This is an optimization exercise on Yosys and OpenROAD, whose aim is small area and a short achievable clock period, not a production implementation.
At most, simulation tests tie the RTL to the original design; equivalence was not proved.
Power and IR drop assume default switching activity.

== job 6034 ==
// IMU_synth
module IMU_synth (data, value, row, clk, rst);
  output [31:0] data;
  input [31:0] value;
  input [31:0] row;
  input clk;
  input rst;
  wire [24:0] bx = {2'b01, row[22:0]};    
  wire [11:0] neg_d, one_d, two_d;
  genvar g;
  generate for (g = 0; g < 12; g = g + 1) begin : enc
    wire b2 = bx[2*g+1];
    wire b1 = bx[2*g];
    wire b0 = (g == 0) ? 1'b0 : bx[2*g-1];
    assign neg_d[g] = b2;
    assign one_d[g] = b1 ^ b0;
    assign two_d[g] = (b2 & ~b1 & ~b0) | (~b2 & b1 & b0);
  end endgenerate
  wire [7:0] e_d = value[30:23] + row[30:23] + 8'd129;   
  wire v_d = rst & (|row);
  reg [22:0] a_r;
  reg [11:0] one_r, two_r;
  reg [10:0] neg_r;
  reg [7:0] e_r;
  reg s_r, v_r;
  always @(posedge clk) begin
    a_r <= value[22:0];
    one_r <= one_d[11:0];
    two_r <= two_d[11:0];
    neg_r <= neg_d[10:0];
    e_r <= e_d;
    s_r <= value[31] ^ row[31];
    v_r <= v_d;
  end
  wire pp1;
  assign pp1 = ((one_r[0] & a_r[0])) ^ neg_r[0];
  wire pp2;
  assign pp2 = ((one_r[0] & a_r[1]) | (two_r[0] & a_r[0])) ^ neg_r[0];
  wire pp3;
  assign pp3 = ((one_r[0] & a_r[2]) | (two_r[0] & a_r[1])) ^ neg_r[0];
  wire pp4;
  assign pp4 = ((one_r[0] & a_r[3]) | (two_r[0] & a_r[2])) ^ neg_r[0];
  wire pp5;
  assign pp5 = ((one_r[0] & a_r[4]) | (two_r[0] & a_r[3])) ^ neg_r[0];
  wire pp6;
  assign pp6 = ((one_r[0] & a_r[5]) | (two_r[0] & a_r[4])) ^ neg_r[0];
  wire pp7;
  assign pp7 = ((one_r[0] & a_r[6]) | (two_r[0] & a_r[5])) ^ neg_r[0];
  wire pp8;
  assign pp8 = ((one_r[0] & a_r[7]) | (two_r[0] & a_r[6])) ^ neg_r[0];
  wire pp9;
  assign pp9 = ((one_r[0] & a_r[8]) | (two_r[0] & a_r[7])) ^ neg_r[0];
  wire pp10;
  assign pp10 = ((one_r[0] & a_r[9]) | (two_r[0] & a_r[8])) ^ neg_r[0];
  wire pp11;
  assign pp11 = ((one_r[0] & a_r[10]) | (two_r[0] & a_r[9])) ^ neg_r[0];
  wire pp12;
  assign pp12 = ((one_r[0] & a_r[11]) | (two_r[0] & a_r[10])) ^ neg_r[0];
  wire pp13;
  assign pp13 = ((one_r[0] & a_r[12]) | (two_r[0] & a_r[11])) ^ neg_r[0];
  wire pp14;
  assign pp14 = ((one_r[0] & a_r[13]) | (two_r[0] & a_r[12])) ^ neg_r[0];
  wire pp15;
  assign pp15 = ((one_r[0] & a_r[14]) | (two_r[0] & a_r[13])) ^ neg_r[0];
  wire pp16;
  assign pp16 = ((one_r[0] & a_r[15]) | (two_r[0] & a_r[14])) ^ neg_r[0];
  wire pp17;
  ...
Size in the first run: roughly 1600 cells after synthesis, roughly 150 flip-flops.
Settings: LEC_CHECK=0, ABC_CLOCK_PERIOD_IN_PS=4000, CAP_MARGIN=20, CORE_MARGIN=2, CORE_UTILIZATION=45, CTS_BUF_LIST=sky130_fd_sc_hd__clkbuf_4 sky130_fd_sc_hd__clkbuf_8, SETUP_SLACK_MARGIN=3.3, SLEW_MARGIN=20; clock period 8.0 ns.
standard.sh (not shown) runs the stock make flow with config.mk's settings and CLKGATE_MAP_FILE= SYNTH_SCRIPT=/design/flow/synth_recipe.tcl, a recipe that flattens the netlist after the stock synthesis.
==> flow/flow/run.sh <==
#!/bin/bash
# Layout flow: the standard ORFS flow (standard.sh) with two make settings added:
#  - SYNTH_ARGS=-noabc: Yosys's synth skips its early generic "abc -fast" pass, so extract_fa
#    maps the RTL's explicit full adders directly, without polarity inverters between them.
#    Registers, their names and their cell types are the same as the standard synthesis.
#  - BUFFER_PORTS_ARGS: the port buffers are buf_2 cells (repair may resize them later).
# Each tool's full output is in orfs/logs/; make's own output goes to standard.log.
set -euo pipefail
bash standard.sh SYNTH_ARGS=-noabc "BUFFER_PORTS_ARGS=-buffer_cell sky130_fd_sc_hd__buf_2" finish > standard.log 2>&1
For job 6227, these inputs were changed with respect to job 6034:
- SETUP_SLACK_MARGIN now 3.5, was 3.3
- CORE_UTILIZATION now 35, was 45
[summary]
Job 6227 finished all stages; the layout is clean.
Looking only at part of the power in the clock network, and setting everything else aside, the higher value of job 6227 and job 6034 goes to job 6034.
Against job 6034, job 6227 reports a vias after detailed routing that is lower.
Design area delta for job 6227 relative to job 6034: 220 um2 higher
Between job 6227 and job 6034, it is job 6227 whose area overhead of the layout relative to synthesis is higher, by 1.3 points.
Per the comparison of job 6227 with job 6034, detailed-route wire length moved up, total routed wire length on the met1 layer about even.
In the tables for job 6227 and job 6034, initial antenna violation count reads lower with job 6227.
Job 6034 and job 6227 ended up with roughly the same clock network area share.
The lower post-route clock period utilization came out of job 6034.
Of the two candidates, job 6034 has the better shortest clock period the worst path allows after layout and job 6227 the worse one.
Cell area after synthesis: job 6034 vs job 6227 identical
> inputs changed (job 6227 -> job 5754)
- PLACE_DENSITY: unset -> 0.75
- CORE_UTILIZATION: 35 -> 45
## What came out
Total power: job 5754 below job 6227
As far as final number of max-transition violations goes, job 6227 and job 5754 are indistinguishable; the numbers are identical.
Compared with job 6227, in job 5754 final estimated routing congestion in global placement higher, number of buffers added for setup after CTS lower, leakage power lower.
Wire length of the first global-routing pass shrinks by a few percent when moving from job 6227 to job 5754.
Setup slack after placement (job 5754 over job 6227): decrease, 0.085 ns
Job 6227 → job 5754: area of all sequential standard cells rose 0.92%; internal power -about 2%; final cell count without fillers has decreased.
Total power per unit cell area, job 5754 and job 6227: smaller value in job 5754
## Diff of input files: job 4081 against job 5754
- ABC_AREA: unset -> 1
- PLACE_DENSITY: 0.75 -> unset
- SETUP_SLACK_MARGIN: 3.5 -> 3.9
==> notes.md <==
Of job 4081 and job 5754, the run reporting the lower clock latency on the worst-skew pair was job 5754. Going from job 5754 to job 4081, post-placement cell count grew by a little under 10%. Diff job 4081 and job 5754: maximum fanout along the worst path lower in job 4081. On routed wire length: job 4081 sits above job 5754. Between job 4081 and job 5754, critical path depth is higher for job 5754, job 4081 comes in under that. The sequential-to-total area share from yosys stat was comparable across job 4081 and job 5754. Taking job 5754 as the reference, in job 4081 final-layout fill cell count down 91; multi-input logic portion of the cell area down 4.4 points. Worst setup path startpoint = one_r[8]$_DFF_P_: job 4081; worst setup path startpoint = hp_q[2]$_DFF_P_: job 5754.

---

Starting RTL as in the previous note.
Settings: LEC_CHECK=0, ABC_CLOCK_PERIOD_IN_PS=4000, CAP_MARGIN=20, CORE_MARGIN=2, CORE_UTILIZATION=45, CTS_BUF_LIST=sky130_fd_sc_hd__clkbuf_4 sky130_fd_sc_hd__clkbuf_8, SETUP_SLACK_MARGIN=3.5, SLEW_MARGIN=20, TNS_END_PERCENT=10; clock period 8.0 ns.
Scripts as last shown in full above: flow/flow/run.sh
The starting point finished with timing, DRC and antenna clean.
==> next run, changes <==
ABC_AREA = 1   (was default)
SETUP_SLACK_MARGIN = 4.1   (was 3.5)
TNS_END_PERCENT = default   (was 10)
Result: Flip-flop and latch count does not change; synthesized cell count came out higher by 13%; synthesized area came out higher by about 0.7%; power came out higher by 12%; sequential power stays flat; clock power came out higher by 6.0%; sequential share of layout area came out lower by 1.7 points; final area came out higher by about 15%; wire length came out higher by about 15%; final cell count came out higher by about 15%; setup slack gets better by 0.59 ns.
==> next run, changes <==
ABC_AREA = default   (was 1)
CORE_UTILIZATION = 55   (was 45)
SETUP_SLACK_MARGIN = 3.5   (was 4.1)
What happened:
- setup slack is worse by 0.64 ns
- final cell count came out lower by 16%
- fmax came out lower by 13%
- wire length came out lower by 15%
- sequential power stays flat
- combinational power came out lower by about 13%
- core utilization came out higher by 3.7 points

---

## v32
Another version of the RTL of IMU_synth (not shown whole).
Size: roughly 1,600 cells after synthesis, roughly 98 I/O pins.
clock: 8.0 ns
lec_check: 0
abc_clock_period_in_ps: 4000
cap_margin: 20
core_margin: 2
core_utilization: 45
cts_buf_list: sky130_fd_sc_hd__clkbuf_4 sky130_fd_sc_hd__clkbuf_8
setup_slack_margin: 3.5
slew_margin: 20
Scripts as last shown in full above: flow/flow/run.sh
The inputs of v29 differ from those of v32 as listed below.
Settings: SETUP_SLACK_MARGIN: 3.5 -> 3.7.
Results
Comparing detailed route wirelength on metal2 for v29 and v32, the bigger number came from v29. Proportion of power drawn by combinational gates: v29 > v32. Global-route usage of v29 is on par with v32. From v32 to v29 the numbers moved as follows: static leakage power increased by about 0.9% relative to the old numbers; via density per instance about even; wire length of the first global-routing pass went down. Between v32 and v29, the fraction of power spent switching nets does not differ in any meaningful way. Worst hold slack, v29 and v32, lower one = v29. The worst clock skew was comparable across v29 and v32.
No functional check of the RTL was part of any run of this note.

---

IMU_synth with an RTL version that a note above also has.
Size: ~150 flip-flops, roughly 98 I/O pins, about 17,000 um2 of cells after synthesis.
export LEC_CHECK = 0
export ABC_CLOCK_PERIOD_IN_PS = 4000
export CAP_MARGIN = 20
export CORE_MARGIN = 2
export CORE_UTILIZATION = 45
export CTS_BUF_LIST = sky130_fd_sc_hd__clkbuf_4 sky130_fd_sc_hd__clkbuf_8
export SETUP_SLACK_MARGIN = 3.5
export SLEW_MARGIN = 20
create_clock -name core_clock -period 8.0 [get_ports {clk}]
Scripts as last shown in full above: flow/flow/run.sh
Next try:
- SETUP_SLACK_MARGIN: 3.5 -> 3.8
What happened: Area after synthesis is unchanged. Total power barely changes. Non-clock buffer count rose by 19. Critical path depth increases by 1. Final cell count is higher by 0.85%.
Next try:
- ABC_AREA: unset -> 1
- SETUP_SLACK_MARGIN: 3.8 -> 3.7
Critical path depth decreases by 2; total power increases by 2.2%; register-to-register slack gets worse by 180 ps; wire length increases by 4.5%.
Next try:
- ABC_AREA: 1 -> unset
- CAP_MARGIN: 20 -> 0
- SETUP_SLACK_MARGIN: 3.7 -> 3.5
- SLEW_MARGIN: 20 -> 0
What happened:
- utilization shrinks by 2.0 points
- power shrinks by 2.3%
- maximum frequency shrinks by 9.2%
Next try:
- ABC_AREA: unset -> 1
- CAP_MARGIN: 0 -> 20
- SLEW_MARGIN: 0 -> 20
Wire length grows by 6.2%; cell area is higher by 1.6%; core utilization climbs by 0.56 points; clock-buffer cell count drops by 1; worst setup slack improved by 220 ps; die area is higher by 0.71%; area after synthesis climbs by 0.72%.

what the ideal ports hide:
Ports are ideal in the flow. The routed layouts listed here were re-timed in OpenROAD.
Step 1 sets driving cells, clkbuf_16 on the clock port and buf_2 on the other inputs (assumed; they add their load-dependent delay and slew).
Step 2 times the ports against the registers' clock, not the clock port: input delays grow and output delays shrink by t, the midpoint of the rising clock arrivals with the driver on.
Slacks: no drivers / after step 1 / after step 2; pairs: no drivers / after step 1.
run	t, ns	slack for setup (ns)	hold slack, ns	worst register clock-pin slew, ns
job 6034	0.537	3.275 / 3.223 / 3.479	0.336 / 0.336 / 0.336	0.12 / 0.12
job 6227	0.542	3.240 / 3.190 / 3.519	0.337 / 0.337 / 0.337	0.12 / 0.12
job 5754	0.550	3.184 / 3.126 / 3.596	0.341 / 0.341 / 0.341	0.11 / 0.11
job 4081	0.553	3.874 / 3.874 / 3.874	0.334 / 0.334 / 0.334	0.12 / 0.12
the first run of note 2	0.524	3.210 / 3.210 / 3.210	0.336 / 0.336 / 0.336	0.12 / 0.12
the second run of note 2	0.543	3.804 / 3.804 / 3.804	0.337 / 0.337 / 0.337	0.10 / 0.10
the third run of note 2	0.535	3.160 / 3.108 / 3.595	0.340 / 0.340 / 0.340	0.10 / 0.10
v32	0.528	3.219 / 3.171 / 3.625	0.339 / 0.339 / 0.339	0.10 / 0.10
v29	0.514	3.258 / 3.214 / 3.728	0.334 / 0.334 / 0.334	0.09 / 0.09
the first run of note 4	0.526	3.287 / 3.236 / 3.555	0.337 / 0.337 / 0.337	0.12 / 0.12
the second run of note 4	0.531	3.178 / 3.127 / 3.658	0.334 / 0.334 / 0.334	0.09 / 0.09
the third run of note 4	0.542	3.720 / 3.720 / 3.720	0.345 / 0.345 / 0.345	0.10 / 0.10
the fourth run of note 4	0.526	3.287 / 3.236 / 3.555	0.337 / 0.337 / 0.337	0.12 / 0.12
the fifth run of note 4	0.551	3.511 / 3.511 / 3.511	0.344 / 0.344 / 0.344	0.11 / 0.11
After both steps every run listed still meets setup and hold.
